This design comes from an exercise in tuning for small area on the open sky130 flow, not from production work.
Only simulation tests tie the RTL to the original design; equivalence was not proved.
The clock port is modelled as an ideal driver; clocking choices that lean on that would not hold on a real chip.
No activity file was given, so power comes from the tool's default toggle rates.

// UART_echo
module UART_echo(
	input wire CLK100MHZ,
	input wire SW0, SW1, SW2,
	input wire RXD,
	output reg TXD
);
wire clk = CLK100MHZ;
wire reset = SW0;
wire isRx = SW1;
localparam [9:0] BT_P = 10'd737;
function [9:0] bt_next(input [9:0] s, input p);
	bt_next = {s[8:3], s[2] ^ p, s[1:0], s[9] ^ s[6]};
endfunction
function bt_pulse(input [9:0] s);    
	bt_pulse = s[9] & s[6] & s[5] & !s[4] & !s[3] & s[2] & !s[1] & s[0];
endfunction
localparam [3:0]
	R_INI   = 4'd4,
	R_START = 4'd5,
	R_RX0   = 4'd6,
	R_RX6   = 4'd12,
	R_STOP  = 4'd14,
	R_DONE  = 4'd15;
reg [3:0] rs;
reg [9:0] rc;
reg [7:0] cnt;
reg [7:0] D;
wire r_ini   = (rs == R_INI);
wire r_start = (rs == R_START);
wire r_rx    = (rs >= R_RX0) && (rs < R_STOP);
wire r_stop  = (rs == R_STOP);
wire r_done  = (rs == R_DONE);
wire ren_p   = bt_pulse(rc);
wire r_adv   = isRx && (r_ini ? !RXD : (r_done || ren_p));
wire [4:0] rs_inc = {1'b0, rs} + 5'd1;
always @(posedge clk, posedge reset)
	if (reset)
  ...
Size: about 390 cells after synthesis, about 190 flip-flops, about 6 I/O pins, ~5600 um^2 of cells after synthesis.
Settings: LEC_CHECK=0, CAP_MARGIN=20, CORE_MARGIN=2, CORE_UTILIZATION=40, CTS_BUF_LIST=sky130_fd_sc_hd__clkbuf_8, SLEW_MARGIN=20; clock period 10.0 ns.
run.sh (not shown) runs the stock make flow with config.mk's settings and CLKGATE_MAP_FILE= SYNTH_SCRIPT=/design/flow/synth_recipe.tcl, a recipe that flattens the netlist after the stock synthesis.
Next try:
==> flow/flow/run.sh (new file) <==
#!/bin/bash
# The standard layout (bash standard.sh, standard synthesis included) with two
# changes passed to ORFS through its own variables:
#  - clock tree synthesis without dummy loads (ORFS's arguments otherwise);
#  - port buffers made with buf_1.
set -euo pipefail
export CTS_ARGS="-sink_clustering_enable -repair_clock_nets -dont_use_dummy_load -buf_list sky130_fd_sc_hd__clkbuf_8"
export BUFFER_PORTS_ARGS="-buffer_cell sky130_fd_sc_hd__buf_1"
bash standard.sh > standard_flow.log 2>&1
==> flow/standard.sh (new file) <==
#!/bin/bash
# synth_recipe.tcl (not shown) runs the flow's synth.tcl, then flattens the netlist and writes it again
# the make line also repeats each setting of config.mk as NAME=value (left out here)
make -C /OpenROAD-flow-scripts/flow DESIGN_CONFIG=/design/flow/config.mk WORK_HOME=/design/flow/orfs CLKGATE_MAP_FILE= SYNTH_SCRIPT=/design/flow/synth_recipe.tcl "${@:-finish}"
removed: flow/run.sh
Total power fell by a few percent.
Routed wire length fell slightly.
Clock power fell by about a fifth.
Count of clock-buffer cells in the layout fell by 1.
Area after synthesis stays the same.


== alpha ==
UART_echo, a different RTL version from the one above (not shown whole).
For scale: ~390 cells after synthesis, about 190 flip-flops, roughly 6 I/O pins, about 5600 um^2 of cells after synthesis.
export LEC_CHECK = 0
export CAP_MARGIN = 20
export CORE_MARGIN = 2
export CORE_UTILIZATION = 40
export CTS_BUF_LIST = sky130_fd_sc_hd__clkbuf_8
export SLEW_MARGIN = 20
create_clock -name core_clock -period 10.0 [get_ports {CLK100MHZ}]
standard.sh (not shown) runs the stock make flow with config.mk's settings and CLKGATE_MAP_FILE= SYNTH_SCRIPT=/design/flow/synth_recipe.tcl, a recipe that flattens the netlist after the stock synthesis.
==> flow/flow/run.sh <==
#!/bin/bash
# The standard layout (bash standard.sh, standard synthesis included) with
# changes passed to ORFS through its own variables and step hooks:
#  - clock tree synthesis without dummy loads (ORFS's arguments otherwise);
#  - port buffers made with buf_1;
#  - after floorplan, combinational cells downsized (flow/downsize.tcl);
#  - after CTS, clock buffers downsized where slew allows (flow/clk_downsize.tcl).
set -euo pipefail
here=$(pwd)
export CTS_ARGS="-sink_clustering_enable -repair_clock_nets -dont_use_dummy_load -buf_list sky130_fd_sc_hd__clkbuf_8"
export BUFFER_PORTS_ARGS="-buffer_cell sky130_fd_sc_hd__buf_1"
export POST_FLOORPLAN_TCL="$here/flow/downsize.tcl"
export POST_CTS_TCL="$here/flow/clk_downsize.tcl"
bash standard.sh > standard_flow.log 2>&1
==> flow/flow/clk_downsize.tcl <==
proc clk_sink_slew_max { inst } {
  set worst 0.0
  foreach opin [get_pins -of_objects $inst -filter "direction == output"] {
    set net [get_nets -of_objects $opin]
    foreach p [get_pins -of_objects $net -filter "direction == input"] {
      set s [get_property $p slew_max]
      if { $s > $worst } { set worst $s }
    }
  }
  return $worst
}
set clk_limit 0.120
estimate_parasitics -placement
set swapped 0
foreach inst [get_cells clkbuf_*] {
  if { [get_property $inst ref_name] != "sky130_fd_sc_hd__clkbuf_8" } { continue }
  set name [get_name $inst]
  replace_cell $name sky130_fd_sc_hd__clkbuf_4
  estimate_parasitics -placement
  if { [clk_sink_slew_max $inst] > $clk_limit } {
    replace_cell $name sky130_fd_sc_hd__clkbuf_8
    estimate_parasitics -placement
  } else {
    incr swapped
  }
}
puts "clk_downsize: $swapped clock buffers now clkbuf_4"
Other scripts of this flow, unchanged in this note and not shown: flow/flow/downsize.tcl
alpha | status: complete | timing, DRC, antenna: pass
Inputs modified between alpha and beta:
Settings: CORE_UTILIZATION changed from 40 to 25.
==> summary.txt <==
- From alpha to beta the numbers moved as follows: power drawn by the clock network saw little to no change, setup slack at placement saw an increase, die outline area saw an increase, final clock period utilization by the worst path saw little to no change, overall power of the completed layout saw little to no change.
- Higher minimum clock period among beta and alpha: beta
- In beta the proportion of layout cells with a drive suffix above 1 turned out 0.25 points lower than in alpha.
- Reported for beta and alpha, sequential cell count turned out identical to the last digit.
Edits applied to the flow inputs when going from beta to gamma:
Settings: CORE_UTILIZATION: 25 -> 55.
--- outcome ---
- Relative to beta, average wire length per cell after detail routing increased by 20% in gamma.
- Looking at the reports, gamma completed the entire flow and the layout it produced met the timing, design-rule and antenna checks.
- Compared with beta, final area in gamma decreased by a few percent.
- ~same fraction of power consumed by the clock network in gamma and beta
- Taking beta as the reference, in gamma wire length shows a reduction of 420 um; final cell count without fillers lost 147; standby leakage power has remained practically unchanged.
- Diff beta -> gamma | die span in x | down by more than a quarter
- [compare] base=beta new=gamma: power after layout shows no meaningful change; endpoint arrival time on the critical path fell by 0.02 ns.
The inputs of delta differ from those of gamma as listed below.
Settings: a change of CORE_UTILIZATION from 55 to 40.
diff --git a/flow/flow/clk_downsize.tcl b/flow/flow/clk_downsize.tcl
--- a/flow/flow/clk_downsize.tcl
+++ b/flow/flow/clk_downsize.tcl
@@ -12 +12 @@
-set clk_limit 0.120
+set clk_limit 0.110
## What came out
- delta: done, clean on timing, DRC and antenna
- In delta the top achievable clock speed turned out 2.7 MHz higher than in gamma.
- [delta] share of total power in the clock network rose 1.1 points relative to gamma
- Sequential share of power, delta and gamma, lower one = delta.

separate check: timing with driven ports:
Ports are ideal in the flow. The routed layouts listed here were re-timed in OpenROAD. Step 1 assumes that a clkbuf_16 drives the clock port and a buf_2 every other input. Step 2 times the ports against the registers' clock, not the clock port: input delays grow and output delays shrink by t, the midpoint of the rising clock arrivals with the driver on. a / b / c = ideal / step 1 / step 2; a / b = the first two.
| run | shift t [ns] | setup slack, ns | hold slack, ns | worst register clock-pin slew, ns | worst slew at a driven data input, ns |
|---|---|---|---|---|---|
| the first run of note 1 | 0.477 | 6.103 / 6.116 / 5.638 | 0.329 / 0.329 / 0.329 | 0.09 / 0.09 | 0.03 |
| the second run of note 1 | 0.456 | 6.378 / 6.388 / 5.933 | 0.318 / 0.318 / 0.318 | 0.09 / 0.09 | 0.03 |
| alpha | 0.445 | 5.813 / 5.822 / 5.377 | 0.305 / 0.305 / 0.305 | 0.11 / 0.11 | 0.03 |
| beta | 0.455 | 5.798 / 5.808 / 5.354 | 0.308 / 0.308 / 0.308 | 0.12 / 0.12 | 0.06 |
| gamma | 0.440 | 5.779 / 5.787 / 5.348 | 0.314 / 0.314 / 0.314 | 0.11 / 0.11 | 0.03 |
| delta | 0.448 | 5.827 / 5.835 / 5.388 | 0.306 / 0.306 / 0.306 | 0.10 / 0.10 | 0.03 |
After both steps setup and hold are still met in every run listed. The setup slack of the first run of note 1, which loses most, moves by +0.013 ns with the drivers and by -0.465 ns with both steps.
